What follows belongs to an exercise in optimizing a design on an open flow for small area, a short achievable clock period and few clock cycles per item; a production flow would make more cautious choices. No activity file was given, so power comes from the tool's default toggle rates.

Setup of wip/tundra:
## Complex_Multiplier
module Complex_Multiplier (
	input clk,
	input rst,
	input signed  [7:0] Re_in_1,
	input signed  [7:0] Im_in_1,
	input signed  [7:0] Re_in_2,
	input signed  [7:0] Im_in_2,
	input signed  [1:0] data_valid_in,
	output signed [15:0] Re_out,
	output signed [15:0] Im_out,
	output signed [1:0] data_valid_out
);
  ...
Size in the first run: ~680 cells after synthesis.
clock: 5.0 ns
lec_check: 0
cap_margin: 20
core_margin: 2
core_utilization: 60
cts_buf_list: sky130_fd_sc_hd__clkbuf_4 sky130_fd_sc_hd__clkbuf_8
setup_slack_margin: 1.0
slew_margin: 20
synth_hierarchical: 1
standard.sh (not shown) runs the stock make flow with config.mk's settings and CLKGATE_MAP_FILE= SYNTH_SCRIPT=/design/flow/synth_recipe.tcl, a recipe that flattens the netlist after the stock synthesis.
==> flow/flow/run.sh <==
#!/bin/bash
# The standard ORFS flow (standard.sh) with two changes:
#  - port buffers are sky130_fd_sc_hd__buf_2 cells instead of the default
#    delay buffers;
#  - before floorplanning, combinational cells start at drive strength 1
#    (flow/downsize.tcl); the flow's repair steps upsize where needed.
# Each tool's log stays under orfs/logs/; make's own output goes to run_make.log.
set -euo pipefail
here=$(pwd)
bash standard.sh \
  "BUFFER_PORTS_ARGS=-buffer_cell sky130_fd_sc_hd__buf_2" \
  "PRE_FLOORPLAN_TCL=$here/flow/downsize.tcl" \
  finish > run_make.log 2>&1
==> flow/flow/downsize.tcl <==
# PRE_FLOORPLAN hook: start every combinational cell of the synthesized netlist
# at drive strength 1; the flow's own repair steps upsize cells where timing
# or slew needs it. Flip-flops keep the cell synthesis gave them.
set n_down 0
foreach inst [get_cells *] {
  set ref [get_property $inst ref_name]
  if { [regexp {^(sky130_fd_sc_hd__[a-z0-9]+)_([0-9]+)$} $ref -> base size] } {
    if { $size <= 1 || [string match "*__df*" $base] || [string match "*__conb*" $base] } {
      continue
    }
    set cand [get_lib_cells -quiet */${base}_1]
    if { [llength $cand] > 0 } {
      replace_cell $inst [lindex $cand 0]
      incr n_down
    }
  }
}
puts "downsize.tcl: $n_down cells set to drive strength 1"
The following lists how wip/willow was set up differently from wip/tundra:
# wip/tundra
export LEC_CHECK = 0
export CAP_MARGIN = 20
export CORE_MARGIN = 2
export CORE_UTILIZATION = 60
export CTS_BUF_LIST = sky130_fd_sc_hd__clkbuf_4 sky130_fd_sc_hd__clkbuf_8
export SETUP_SLACK_MARGIN = 1.0
export SLEW_MARGIN = 20
export SYNTH_HIERARCHICAL = 1
create_clock -name core_clock -period 5.0 [get_ports {clk}]
# wip/willow
export LEC_CHECK = 0
export CAP_MARGIN = 20
export CORE_MARGIN = 2
export CORE_UTILIZATION = 65
export CTS_BUF_LIST = sky130_fd_sc_hd__clkbuf_4 sky130_fd_sc_hd__clkbuf_8
export SETUP_SLACK_MARGIN = 1.2
export SLEW_MARGIN = 20
export SYNTH_HIERARCHICAL = 1
create_clock -name core_clock -period 5.0 [get_ports {clk}]
==> run notes <==
Maximum frequency from static timing analysis sits higher in wip/willow than in wip/tundra.
Across both runs, arrival time of the worst setup path was lower for wip/willow than for wip/tundra.
In the reports for wip/willow and wip/tundra, the smaller ratio of final minimum period to clock period belongs to wip/willow.
[compare] base=wip/tundra new=wip/willow: share of the core filled with cells in the final layout saw an increase; worst setup slack saw an increase.
Row number of global-route vias before repair: wip/willow higher / wip/tundra lower
Sort wip/willow and wip/tundra by power share of the combinational group, ascending, and wip/tundra comes first.
The total internal power was comparable across wip/willow and wip/tundra.
Against wip/tundra, wip/willow comes in 6.0 points higher on effective utilization at floorplan.
Between wip/willow and wip/tundra, the difference in total power draw is negligible.
Where core footprint is concerned, wip/tundra is outperformed by wip/willow.
Function was not checked in any run of this note: the RTL went through the layout flow alone.

---

P:
Complex_Multiplier again, from the RTL that the note above started with.
Design Complex_Multiplier, start of the top module:
module Complex_Multiplier (
	input clk,
	input rst,
	input signed  [7:0] Re_in_1,
	input signed  [7:0] Im_in_1,
	input signed  [7:0] Re_in_2,
	input signed  [7:0] Im_in_2,
	input signed  [1:0] data_valid_in,
	output signed [15:0] Re_out,
	output signed [15:0] Im_out,
	output signed [1:0] data_valid_out
);
Settings: LEC_CHECK=0, CAP_MARGIN=20, CORE_MARGIN=2, CORE_UTILIZATION=55, CTS_BUF_LIST=sky130_fd_sc_hd__clkbuf_4 sky130_fd_sc_hd__clkbuf_8, SETUP_SLACK_MARGIN=1.2, SLEW_MARGIN=20, SYNTH_HIERARCHICAL=1; clock period 5.0 ns.
Scripts as last shown in full above: flow/flow/run.sh, flow/flow/downsize.tcl
> inputs changed (P -> Q)
diff --git a/flow/config.mk b/flow/config.mk
--- a/flow/config.mk
+++ b/flow/config.mk
@@ -8,7 +8,7 @@
 export CAP_MARGIN = 20
 export CORE_MARGIN = 2
-export CORE_UTILIZATION = 55
+export CORE_UTILIZATION = 60
 export CTS_BUF_LIST = sky130_fd_sc_hd__clkbuf_4 sky130_fd_sc_hd__clkbuf_8
-export SETUP_SLACK_MARGIN = 1.2
+export SETUP_SLACK_MARGIN = 1.1
 export SLEW_MARGIN = 20
 export SYNTH_HIERARCHICAL = 1
Results
Re total wirelength of the detailed-routed design: Q is 230 µm up on P.
The more densely filled core belongs to Q, not P.
In the reports for P and Q, the smaller cell area after layout belongs to Q.
Comparing the two runs side by side, Q comes out behind P on worst slack at placement.
Q vs. P: via count of the first global-routing pass decreased 54; number of placed cells counting well taps decreased 3.6%; tap cell count decreased 16%; power increased 0.000033 W.
Q reached the final stage; the timing, design-rule and antenna checks on its layout passed.
Q vs P: count of standard-cell rows down
Modified inputs, R compared to Q
diff --git a/flow/config.mk b/flow/config.mk
--- a/flow/config.mk
+++ b/flow/config.mk
@@ -8,7 +8,7 @@
 export CAP_MARGIN = 20
 export CORE_MARGIN = 2
-export CORE_UTILIZATION = 60
+export CORE_UTILIZATION = 75
 export CTS_BUF_LIST = sky130_fd_sc_hd__clkbuf_4 sky130_fd_sc_hd__clkbuf_8
-export SETUP_SLACK_MARGIN = 1.1
+export SETUP_SLACK_MARGIN = 1.2
 export SLEW_MARGIN = 20
 export SYNTH_HIERARCHICAL = 1
Results
- Changes observed in R relative to Q: data required time of the critical path level; part of the total power dissipated in the clock network now sits higher; reported max-cap violation count held; final area went up about 5%.
- [R] worst endpoint data arrival time rose 100 ps relative to Q
- Compared to Q, the routing of R uses more wire.
- On R: final critical-path share of the clock period is 2.1 points higher than what Q gave.
- Final-layout worst hold slack sits higher in R than in Q.
- R reports a higher time the worst path needs with I/O delays and setup than Q does.
- Q → R: via total after detailed routing up about 19%, global-route usage up 12 points.
#### Input delta (S over R)
diff --git a/flow/config.mk b/flow/config.mk
--- a/flow/config.mk
+++ b/flow/config.mk
@@ -8,7 +8,7 @@
 export CAP_MARGIN = 20
 export CORE_MARGIN = 2
-export CORE_UTILIZATION = 75
+export CORE_UTILIZATION = 60
 export CTS_BUF_LIST = sky130_fd_sc_hd__clkbuf_4 sky130_fd_sc_hd__clkbuf_8
-export SETUP_SLACK_MARGIN = 1.2
+export SETUP_SLACK_MARGIN = 1.35
 export SLEW_MARGIN = 20
 export SYNTH_HIERARCHICAL = 1
- Comparing R with S, the layout multi-input combinational cell count came out essentially unchanged.
- Looking at S and R, the sequential share of cell area is a wash.
- Taking R as the reference, in S first-pass GRT wire length now sits lower, total routing resource utilization after global routing down 12 points, die footprint higher, total number of tap cells went up by 14%.
- Worst setup slack after layout: S and R compared, lower one is R
- Looking at total power of the final layout, S sits below R.
- In the tables for S and R, ratio of final minimum period to clock period reads higher with R.
- Maximum frequency: S vs R up 23 MHz
No run of this note included a check of the RTL's function; only the layout flow was run.

[what the ideal ports hide]
Ports are ideal in the flow. The routed layouts listed here were re-timed in OpenROAD.
Step 1 (the two cells are an assumption about what drives the block):
set clk [get_ports {clk}]
set_driving_cell -lib_cell sky130_fd_sc_hd__clkbuf_16 $clk
set_driving_cell -lib_cell sky130_fd_sc_hd__buf_2 [delete_from_list [all_inputs] $clk]
Step 2 moves the port delays by t, midway between the first and last clock arrival at a register: inputs arrive t later, outputs are due t later. That takes back most of the time a late clock gives input paths.
Three values: ideal, step 1, step 2; two values: the first two.
run	t, ns	setup slack, ns	hold slack, ns
wip/tundra	0.389	1.113 / 1.127 / 0.738	0.789 / 0.775 / 1.164
wip/willow	0.392	1.252 / 1.266 / 0.874	0.785 / 0.775 / 1.167
P	0.393	1.279 / 1.291 / 0.898	0.786 / 0.779 / 1.172
Q	0.389	1.207 / 1.211 / 0.822	0.792 / 0.782 / 1.171
R	0.381	1.102 / 1.056 / 0.676	0.805 / 0.801 / 1.182
S	0.398	1.417 / 1.381 / 1.011	0.788 / 0.773 / 1.171
After both steps every run listed still meets setup and hold. For R, which loses most, drivers alone change the setup slack by -0.046 ns; drivers and shift together by -0.426 ns.
